Source: an optimization exercise on an open RTL-to-GDS flow (aim: small area, a short achievable clock period and few clock cycles per item). Production flows keep margins and buffers that such runs may drop.
Only simulation tests tie the RTL to the original design; equivalence was not proved.
Power and IR drop assume default switching activity.

--- flow/run.sh ---
#!/bin/bash
# synth_recipe.tcl (not shown) runs the flow's synth.tcl, then flattens the netlist and writes it again
# the make line also repeats each setting of config.mk as NAME=value (left out here)
make -C /OpenROAD-flow-scripts/flow DESIGN_CONFIG=/design/flow/config.mk WORK_HOME=/design/flow/orfs CLKGATE_MAP_FILE= SYNTH_SCRIPT=/design/flow/synth_recipe.tcl finish
--- flow/config.mk ---
export PLATFORM = sky130hd
export DESIGN_NAME = JAM
export DESIGN_NICKNAME = JAM
export VERILOG_FILES = /design/flow/design.v
export SDC_FILE = /design/flow/constraint.sdc
export NUM_CORES = 4
export LEC_CHECK = 0
export CAP_MARGIN = 20
export CORE_MARGIN = 2
export CORE_UTILIZATION = 40
export SLEW_MARGIN = 20
--- flow/constraint.sdc ---
create_clock -name core_clock -period 10.0 [get_ports {CLK}]
set_input_delay 2.0000 -clock core_clock [delete_from_list [all_inputs] [get_ports {CLK}]]
set_output_delay 2.0000 -clock core_clock [all_outputs]
set_load 0.01 [all_outputs]
--- flow/design.v ---
module JAM (
input              CLK,
input              RST,
output logic [2:0] W,
output logic [2:0] J,
input        [6:0] Cost,
output logic [3:0] MatchCount,
output logic [8:0] MinCost,
output logic       Valid
);
localparam logic [1:0] PRE  = 2'd0,
                       DFS  = 2'd1,
                       DONE = 2'd2;
logic [1:0] ph;
logic       p2;           
logic       ev_p2;        
logic       iv;
logic [7:0] mask;         
logic [2:0] col [0:6];    
logic [8:0] R   [1:7];    
logic       ev;
logic [2:0] ew, ej;
logic [9:0] T;            
logic [10:0] Kr;          
logic [6:0] u [0:7];
logic [6:0] v [0:7];
logic [6:0] m;            
logic [9:0] LB;           
logic [8:0] B;            
logic [9:0] nextB;
logic       found;
logic [3:0] cnt;
function automatic logic [2:0] ffs_above(input logic [7:0] used, input logic [2:0] aft, input logic incl);
    logic [2:0] r;
    r = 3'd0;
    for (int k = 7; k >= 0; k--)
        if (!used[k] && ((k > aft) || (incl && k == aft))) r = k;
    ffs_above = r;
endfunction
function automatic logic any_above(input logic [7:0] used, input logic [2:0] aft);
    logic r;
    r = 1'b0;
    for (int k = 0; k < 8; k++)
        if (!used[k] && k > aft) r = 1'b1;
    any_above = r;
endfunction
logic [8:0] Rcur;
assign Rcur = (W == 3'd0) ? 9'd0 : R[W];
logic [9:0] T_iss;
logic [10:0] Kr_iss;
assign T_iss  = {1'b0, B - Rcur} + {3'd0, u[W]} + {3'd0, v[J]};
assign Kr_iss = {2'b0, Rcur} - {4'b0, u[W]} - {4'b0, v[J]};
logic pass_e;
logic [9:0] ns;
assign pass_e = ({3'd0, Cost} <= T);
logic [10:0] ns_w;
assign ns_w   = Kr + {4'b0, Cost};
assign ns     = ns_w[9:0];
logic descend;
assign descend = ph == DFS && ev && pass_e && ew != 3'd7;
logic [7:0] mask_d;
assign mask_d = mask | (8'd1 << ej);
logic       sib_ok;
logic [2:0] sib;
assign sib_ok = any_above(mask, J);
assign sib    = ffs_above(mask, J, 1'b0);
logic [2:0] pcol;
logic [7:0] mask_p;
assign pcol   = col[W - 3'd1];
assign mask_p = mask & ~(8'd1 << pcol);
logic [6:0] rmin;
assign rmin = (ej == 3'd0 || Cost < m) ? Cost : m;
logic [6:0] cr;
assign cr = Cost - u[ew];
always_ff @(posedge CLK or posedge RST) begin
    if (RST) begin
        ph    <= PRE;
        p2    <= 1'b0;
        ev_p2 <= 1'b0;
        W     <= 3'd0;
        J     <= 3'd0;
        iv    <= 1'b1;
        mask  <= 8'd0;
        ev    <= 1'b0;
        ew    <= 3'd0;
        ej    <= 3'd0;
        T     <= 10'd0;
        Kr    <= 11'd0;
        m     <= 7'd0;
        LB    <= 10'd0;
        B     <= 9'd0;
        nextB <= 10'h3ff;
        found <= 1'b0;
        cnt   <= 4'd0;
        MinCost <= 9'd0;
        for (int k = 0; k < 7; k++) col[k] <= 3'd0;
        for (int k = 1; k < 8; k++) R[k] <= 9'd0;
        for (int k = 0; k < 8; k++) begin u[k] <= 7'd0; v[k] <= 7'd0; end
    end else begin
        case (ph)
        PRE: begin
            if (ev) begin
                if (!ev_p2) begin
                    m <= rmin;
                    if (ej == 3'd7) begin
                        u[ew] <= rmin;
                        LB    <= LB + {3'd0, rmin};
                    end
                end else begin
                    if (ew == 3'd0 || cr < v[ej]) v[ej] <= cr;
                    if (ew == 3'd7)
                        LB <= LB + {3'd0, (cr < v[ej]) ? cr : v[ej]};
                end
            end
            ev_p2 <= p2;
            ew    <= W;
            ej    <= J;
            if (p2 && W == 3'd7 && J == 3'd7) begin
                ph <= DFS;
                ev <= 1'b0;
                W  <= 3'd0;
                J  <= 3'd0;
                iv <= 1'b1;
            end else begin
                ev <= 1'b1;
                {W, J} <= {W, J} + 6'd1;
                if (W == 3'd7 && J == 3'd7) p2 <= 1'b1;
            end
        end
        DFS: begin
            if (ev_p2) begin
                ev_p2 <= 1'b0;
                if (cr < v[ej]) v[ej] <= cr;
                LB <= LB + {3'd0, (cr < v[ej]) ? cr : v[ej]};
            end
            if (ev && !ev_p2) begin
                if (pass_e) begin
                    if (ew == 3'd7) begin
                        found <= 1'b1;
                        cnt   <= cnt + 4'd1;
                    end
                end else if (ns < nextB) begin
                    nextB <= ns;
                end
            end
            if (descend) begin
                col[ew]      <= ej;
                R[ew + 3'd1] <= ns[8:0];
                mask         <= mask_d;
                W            <= ew + 3'd1;
                J            <= ffs_above(mask_d, 3'd0, 1'b1);
                iv           <= 1'b1;
                ev           <= 1'b0;
            end else if (iv) begin
                ev <= 1'b1;
                ew <= W;
                ej <= J;
                T  <= T_iss;
                Kr <= Kr_iss;
                iv <= sib_ok;
                J  <= sib;
            end else begin
                ev <= 1'b0;
                if (W != 3'd0) begin
                    W    <= W - 3'd1;
                    mask <= mask_p;
                    J    <= ffs_above(mask_p, pcol, 1'b0);
                    iv   <= any_above(mask_p, pcol);
                end else if (found || (ev && pass_e && ew == 3'd7)) begin
                    ph <= DONE;
                    MinCost <= 9'(LB + {1'b0, B});
                end else begin
                    B     <= ((!pass_e && ev && ns < nextB) ? ns[8:0] : nextB[8:0]);
                    nextB <= 10'h3ff;
                    mask  <= 8'd0;
                    J     <= 3'd0;
                    iv    <= 1'b1;
                end
            end
        end
        default: ;
        endcase
    end
end
assign Valid = (ph == DONE);
always_comb MatchCount = cnt;
endmodule
==> reports/summary.txt <==
Cell Area, Synth: 0.01782 mm²
LEAKAGE: 9.086 nW
Max H-tree Level: 2
Syn Nets: 1,959
Slowest-stage cell, CP: dfrtp_1
Wire length on met3: 2829 µm
Final min period: 7.692 ns
DR WL/cell: 20.94 µm
Maxcap violations: 0
Crit path kind: flop to flop
Largest family of logic cells by synthesized area: compound AO/OA/AOI/OAI gates
Core footprint: 0.04412 mm²
Post-Synth Simple-Gate Area: 11.28%
Hold_buf cts: 0
Worst Hold Depth: 1
Fraction of the yosys area taken by sequential cells: 40.94%
Hold path start: cnt[3]
Hold_ws: 0.4691 ns
Die Ht: 215.1 µm
Worst-Margin Slew: 1.106 ns
Number of post-CTS setup repair buffers: 0
FP Rows: 77
Ant. Diodes: 0
FMAX: 130.0 MHz
Gp weighted congestion: 0.8801
Initial Utilization: 40.39%
Crit-path most repeated cell: ha_1
Cell Pwr Density: 137.9 mW/mm²
EDFF count, synth: 0
Detailed placer's ending HPWL: 35,590 µm
Cts bufs inserted: 35
CTS tree: yes
CTS clk-pin slew, worst paths: 0.06 ns
Gr usage total: 21.98%
First-pass GRT wire length: 80,700 µm
Cells after Synth: 1,826
Clock sink count: 291
Resized Gates After CTS: 0
Final #Nets: 1,947
Clock Latency Late Sink: 0.55 ns
Adder-cell area share of the yosys netlist: 9.591%
Top FF cell, synth: dfrtp_1
Clock skew: 0.01842 ns
Vias per cell: 5.755
Most common cell after layout, fill and taps aside: dfrtp_1
Port bufs: 28
1st-iter DRT viols: 1,267
Root buffer cell: clkbuf_16
Setup TNS: 0 ns
Reg2Reg Setup Slack: 2.31 ns
Met2 routed WL: 23,530 µm
# IOs: 29
Asr flop ratio synth: 100.0%
Fill cell count: 4,234
Largest fanout on the critical path: 19
Worst Hold Path EP: cnt[3]
Max-slew headroom: 24.18%
Ys Warns: 5
Worst setup EP type: flop
Final WL: 50,950 µm
Clock buffer depth: 3
Met1 wire length: 23,310 µm
Initial antenna violation count: 0
Uppermost layer routed: met4
XOR/XNOR share of the synthesized area: 2.654%
Post-synthesis compound-gate area fraction: 19.55%
Global route overflow: 0
Crit path arrival time: 8.15 ns
Status: complete, no violations
Total die area: 0.04626 mm²
Max Slew Vio Count: 0
Final worst-path cycle share: 76.92%
Vias in the first global route: 13,950
FF+latch count, synth: 291
Layout area overhead: 11.25%
Mux cell area share after synthesis: 11.40%
Most frequent cells in the layout: dfrtp_1 (280), nand2_1 (162), o21ai_0 (153)
VDD IR max: 0.1286 mV
Final Hold Vio Count: 0
Unique masters post-synth: 79
DR pass1 iterations: 7
Final routed DRC violation total: 0
Largest net degree at the start of global routing: 143
Share of post-route cells with drive strength above 1: 14.18%
Syn_area_per_cell: 9.759 µm²
Critical Path Max Stage Delay: 0.69 ns
Die span in x: 215.1 µm
Worst Reg-to-Reg Cells: 25
Worst Setup Start Kind: flop
Via count: 14,000
Worst r2r src: ew[2]
Unrepaired setup endpoints after global routing: false
Crit path required time: 10.46 ns
Reg-to-Reg End: LB[7]
Final setup viols: 0
Path category of the worst min-delay check: flop to flop
Post-DRT Antenna Nets: 0
-- critical path, delay by kind of cell, from the launching register on --
kind,cells,cell delay (ns)
simple gates,3,0.68
buf+inv,1,0.35
xor+xnor,2,0.82
flops,1,0.69
fa+ha+maj,4,1.38
mux,2,0.70
compound gates,13,2.97
-- logic make-up after synthesis --
family	after synthesis
AO/OA/AOI/OAI	539
XOR/XNOR	54
adder cells (fa/ha/maj)	124
buffers and inverters	204
flip-flops	291
multiplexers	178
AND/OR/NAND/NOR	436
-- Yosys cell counts (5+ instances only) --
library cell	instances	area (µm²)
a2111oi_0	7	61.31
a21o_1	24	180.2
a21oi_1	137	685.7
a221oi_1	5	43.79
a222oi_1	14	140.1
a22o_1	8	70.07
a22oi_1	67	503.0
a31o_2	5	43.79
a31oi_1	12	75.07
and2_1	5	31.28
and3_1	8	50.05
buf_1	11	41.29
buf_2	8	40.04
clkbuf_1	72	270.3
dfrtp_1	280	7007
dfstp_2	11	289.0
fa_1	21	420.4
ha_1	103	1289
inv_1	106	397.9
mux2_1	5	56.30
mux2_2	134	1509
mux2i_1	33	330.3
mux4_2	6	135.1
nand2_1	162	608.1
nand2b_1	15	93.84
nand3_1	34	170.2
nand4_1	5	31.28
nor2_1	124	465.5
nor2b_1	28	175.2
nor3_1	22	110.1
o211ai_1	8	60.06
o21a_1	17	127.6
o21ai_0	153	765.7
o21bai_1	7	52.55
o221ai_1	5	43.79
o22ai_1	5	31.28
o31a_1	6	52.55
o31ai_1	6	45.04
o32a_1	12	120.1
xnor2_1	36	315.3
xor2_1	18	157.7
-- registers in the layout, summed over array words and instances (netlist names), 2 cells and up --
register and flops:
J 3, v 56, R 63, mask 8, ph 2, LB 9, col 21, cnt 4
m 7, B 9, u 56, nextB 10, ew 3, MinCost 9, ej 3, W 3
Kr 10, T 10
-- worst max path at each step --
| stage | to | startpoint | slack (ns) | depth (start not counted) |
|---|---|---|---|---|
| after global placement | LB[7] | Cost[1] | 2.16 | 21 |
| after global routing | LB[7] | ew[2] | 1.73 | 25 |
| after floorplan | LB[7] | Cost[0] | 3.37 | 24 |
| final | LB[7] | ew[2] | 2.31 | 25 |
| after detailed placement | LB[7] | Cost[0] | 2.03 | 22 |
| after CTS | LB[7] | ew[2] | 2.45 | 26 |
-- report_power, final --
group          total, mW  switching (mW)  internal [mW]
Combinational      0.196           0.121         0.0752
Sequential          1.20         0.00926           1.19
Clock               1.34           0.537          0.803
-- cell type report --
class	count	area [µm²]	share of cell area (%)
Clock buffer	48	984.7	4.967
Clock inverter	16	226.5	1.142
Inverter	106	401.6	2.026
Multi-Input combinational cell	1331	9726	49.06
Sequential cell	291	7296	36.80
Tap cell	592	740.7	3.736
Timing Repair Buffer	49	450.4	2.272
-- stage by stage --
step / setup slack [ns] / cells / utilization (%) / power [mW] / area, µm²
global placement: 2.159 / 2369 / 42.15 / 1.410 / 18600
finish: 2.308 / 2433 / 44.93 / 2.734 / 19830
floorplan: 3.374 / 1826 / - / 1.358 / 17820
global route: 1.733 / 2433 / 44.93 / 2.833 / 19830
CTS: 2.449 / 2433 / 44.91 / 2.759 / 19820
detailed placement: 2.035 / 2369 / 42.17 / 1.415 / 18610
-- layer usage --
layer	up-vias	track usage, %
li1	6564	-
met1	6922	30.63
met2	427	35.73
met3	90	3.015
met4	0	6.483
met5	-	0
Testbench counts, summed over its fixed seeds: cycles 30,167, jobs 24.

## re-timing with driven ports
In the flow no input, the clock included, has a driving cell. The finished layout below was timed again as built, in two steps. Step 1: set_driving_cell puts a clkbuf_16 on CLK and a buf_2 on each other input, an assumption about the parent block. Step 2 also shifts input and output timing later by t, the mid clock arrival at the registers, as if the neighbouring blocks saw the same clock. a / b / c = no drivers / after step 1 / after step 2; a / b = the first two.
shift t [ns]: 0.591
slack for setup (ns): 2.308 / 2.308 / 1.929
worst register clock-pin slew, ns: 0.06 / 0.06
pins driven straight from the clock port: 1
After both steps setup and hold are still met in this run. For this run, drivers alone change the setup slack by 0.000 ns; drivers and shift together by -0.379 ns.
